Context: an optimization exercise on an open-source flow, tuned for small area. The choices shown serve that exercise and are no tape-out recipe. Function was checked by simulation only, so behaviour that the tests miss may differ from the original. No activity file was given, so power comes from the tool's default toggle rates.

== main ==
// SubRenderer
module SubRenderer(clk, rst, hcount, vcount, blank, startscreen, collision,
                   yPos, fish1X, fish1Y, fish2X, fish2Y, octo1X, octo1Y,
                   rock1X, rock1Y, shark1X, shark1Y,
                   bub1Y, bub2Y, bub3Y, bub4Y, bub5Y, waveX,
                   R, G, B);
	input clk;
	input rst;	 
	input [10:0] hcount, vcount;	 
	input blank;	 
	input startscreen, collision;	 
	input signed [11:0] yPos,
		fish1X, fish1Y,
		fish2X, fish2Y,
		octo1X, octo1Y,
		rock1X, rock1Y,
		shark1X, shark1Y,
		bub1Y, bub2Y, bub3Y, bub4Y, bub5Y,
		waveX;
	output reg [2:0] R, G;
	output reg [1:0] B;
	function [12:0] add13(input [12:0] a, input [12:0] b);
		integer i;
		reg c;
		begin
			c = 1'b0;
			for (i = 0; i < 13; i = i + 1) begin
				add13[i] = a[i] ^ b[i] ^ c;
				c = (a[i] & b[i]) | (a[i] & c) | (b[i] & c);
			end
		end
	endfunction
	function le6(input [5:0] a, input [5:0] b);
		integer i;
		reg r;
		begin
			r = 1'b1;
			for (i = 0; i < 6; i = i + 1)
				r = (a[i] == b[i]) ? r : b[i];
			le6 = r;
		end
	endfunction
  ...
clock: 25.0 ns
lec_check: 0
abc_area: 1
cap_margin: 20
core_margin: 2
core_utilization: 40
slew_margin: 20
standard.sh (not shown) runs the stock make flow with config.mk's settings and CLKGATE_MAP_FILE= SYNTH_SCRIPT=/design/flow/synth_recipe.tcl, a recipe that flattens the netlist after the stock synthesis.
==> flow/flow/run.sh <==
#!/bin/bash
# The standard layout (standard.sh) with two changes:
#  - synthesis maps the logic with flow/abc_deep.script (ABC's deepsyn, then area
#    mapping) in place of ORFS's abc_area.script; everything else in the synthesis
#    is synth_recipe.tcl unchanged;
#  - placement buffers every input and output port with buf_1, the smallest buffer.
# Each tool's output goes to the ORFS logs under orfs/logs; standard.sh's own output
# goes to standard.log.
set -euo pipefail
HERE=$(pwd)
export MY_ABC_SCRIPT="$HERE/flow/abc_deep.script"
export BUFFER_PORTS_ARGS="-buffer_cell sky130_fd_sc_hd__buf_1"
{
  cat <<'EOT'
proc abc {args} {
  set i [lsearch -exact $args -script]
  if {$i >= 0} {
    set args [lreplace $args [expr {$i + 1}] [expr {$i + 1}] $::env(MY_ABC_SCRIPT)]
  }
  yosys abc {*}$args
}
EOT
  cat synth_recipe.tcl
} > own_synth.tcl
sed "s#SYNTH_SCRIPT=[^ ]*#SYNTH_SCRIPT=$HERE/own_synth.tcl#" standard.sh > own_standard.sh
grep -q "SYNTH_SCRIPT=$HERE/own_synth.tcl" own_standard.sh
bash own_standard.sh > standard.log 2>&1
==> flow/flow/abc_deep.script <==
strash; &get -n; &deepsyn -T 60; &put; strash; dch -f; amap; topo
main did not stop at any stage, and its layout met the timing, DRC and antenna checks.
What the feature branch does differently from main at the input level:
==> flow/run.sh (new file) <==
#!/bin/bash
# synth_recipe.tcl (not shown) runs the flow's synth.tcl, then flattens the netlist and writes it again
# the make line also repeats each setting of config.mk as NAME=value (left out here)
make -C /OpenROAD-flow-scripts/flow DESIGN_CONFIG=/design/flow/config.mk WORK_HOME=/design/flow/orfs CLKGATE_MAP_FILE= SYNTH_SCRIPT=/design/flow/synth_recipe.tcl finish
removed: flow/flow/run.sh
removed: flow/flow/abc_deep.script
removed: flow/standard.sh
### Flow results
Relative to main, internal cell power has increased by 21% in the feature branch. The share of the core filled with cells reported for the feature branch is greater than that of main by 4.3 points. main → the feature branch: iteration count of the initial detailed-routing pass +1, routability congestion estimate from global placement -about 4%, least setup slack across all paths after layout +1.35 ns. Re number of flops mapped to enable cells by yosys: no difference whatsoever between the feature branch and main. In the route summary, the feature branch ends up with a via count exceeding that of main. Routed wire in the feature branch totals more than in main. In the feature branch the post-synthesis compound-gate area fraction turned out 9.1 points lower than in main. The feature branch ends up with a met3 wirelength from detailed routing that is about 16% lower than in main.

* * *

Another version of the RTL of SubRenderer (not shown whole).
Size: ~8 flip-flops, about 240 I/O pins.
==> flow/config.mk <==
export PLATFORM = sky130hd
export DESIGN_NAME = SubRenderer
export DESIGN_NICKNAME = SubRenderer
export VERILOG_FILES = /design/flow/design.v
export SDC_FILE = /design/flow/constraint.sdc
export NUM_CORES = 4
export LEC_CHECK = 0
export ABC_AREA = 1
export CAP_MARGIN = 20
export CORE_MARGIN = 2
export CORE_UTILIZATION = 40
export CTS_BUF_LIST = sky130_fd_sc_hd__clkbuf_2
export SLEW_MARGIN = 20
export SYNTH_HIERARCHICAL = 1
export SYNTH_MINIMUM_KEEP_SIZE = 0
==> flow/constraint.sdc <==
create_clock -name core_clock -period 25.0 [get_ports {clk}]
set_input_delay 5.0000 -clock core_clock [delete_from_list [all_inputs] [get_ports {clk}]]
set_output_delay 5.0000 -clock core_clock [all_outputs]
set_load 0.01 [all_outputs]
==> flow/flow/run.sh <==
#!/bin/bash
# The standard layout (standard.sh) with two changes:
#  - synthesis maps the logic with flow/abc_deep.script (rounds of ABC deepsyn and area
#    mapping) in place of ORFS's abc_area.script; everything else in the synthesis
#    is synth_recipe.tcl unchanged;
#  - placement buffers every input and output port with buf_1, the smallest buffer.
# Each tool's output goes to the ORFS logs under orfs/logs; standard.sh's own output
# goes to standard.log.
set -euo pipefail
HERE=$(pwd)
export MY_ABC_SCRIPT="$HERE/flow/abc_deep.script"
export BUFFER_PORTS_ARGS="-buffer_cell sky130_fd_sc_hd__buf_1"
{
  cat <<'EOT'
proc abc {args} {
  set i [lsearch -exact $args -script]
  if {$i >= 0} {
    set args [lreplace $args [expr {$i + 1}] [expr {$i + 1}] $::env(MY_ABC_SCRIPT)]
  }
  yosys abc {*}$args
}
EOT
  cat synth_recipe.tcl
} > own_synth.tcl
sed "s#SYNTH_SCRIPT=[^ ]*#SYNTH_SCRIPT=$HERE/own_synth.tcl#" standard.sh > own_standard.sh
grep -q "SYNTH_SCRIPT=$HERE/own_synth.tcl" own_standard.sh
bash own_standard.sh > standard.log 2>&1
==> flow/flow/abc_deep.script <==
strash; &get -n; &deepsyn -T 40; &put; strash; dch -f; amap; &get -n; &deepsyn -T 40; &put; strash; dch -f; amap; &get -n; &deepsyn -T 40; &dch -f; &nf -R 1000 -p -F 8 -A 4; &put; topo
The starting point passed the timing, DRC and antenna checks.
Edit:
==> flow/flow/abc_deep.script (replaced) <==
strash; &get -n; &deepsyn -T 40; &put; strash; dch -f; amap; &get -n; &deepsyn -T 40; &put; strash; dch -f; amap; &get -n; &deepsyn -T 40; &put; strash; dch -f; amap; &get -n; &deepsyn -T 40; &put; strash; dch -f; amap; &get -n; &deepsyn -T 40; &put; strash; dch -f; amap; &get -n; &deepsyn -T 40; &dch -f; &nf -R 1000 -p -F 8 -A 4; &put; topo
Settings changed: CAP_MARGIN 20 to 0, SLEW_MARGIN 20 to 0.
After rerunning:
- The new run finished with timing, DRC and antenna clean
- clock-buffer cell count is unchanged
- wire length fell by 4.9%
- die area fell by 0.53%
- setup slack loses 0.032 ns
- sequential cell count stays the same
- cell count rose by 1.6%
- cell area fell by 0.32%

## separate check: timing with driven ports
How much do the figures lean on ideal ports? The routed layouts below were timed once more, with nothing changed but the port constraints.
Step 1 sets driving cells, clkbuf_16 on the clock port and buf_2 on the other inputs (assumed; they add their load-dependent delay and slew).
Step 2, shift: input delay + t, output delay - t, t = (earliest + latest rising clock arrival at the registers) / 2. This alone moves slack from input paths to output paths.
Slacks: ideal / step 1 / step 2; pairs: ideal / step 1.
run	t (ns)	setup WS [ns]	worst setup path after step 2	worst slew at a driven data input, ns	cell pins on the clock port's net
main	0.269	9.615 / 9.626 / 9.358	input to register	0.05	1
the feature branch	0.263	10.962 / 10.969 / 10.706	input to register	0.08	1
the first run of note 2	0.256	12.017 / 11.980 / 11.724	input to register	0.09	1
the second run of note 2	0.261	11.985 / 11.975 / 11.714	input to register	0.06	1
After both steps setup and hold are still met in every run listed. The setup slack of the first run of note 2, which loses most, moves by -0.037 ns with the drivers and by -0.293 ns with both steps.
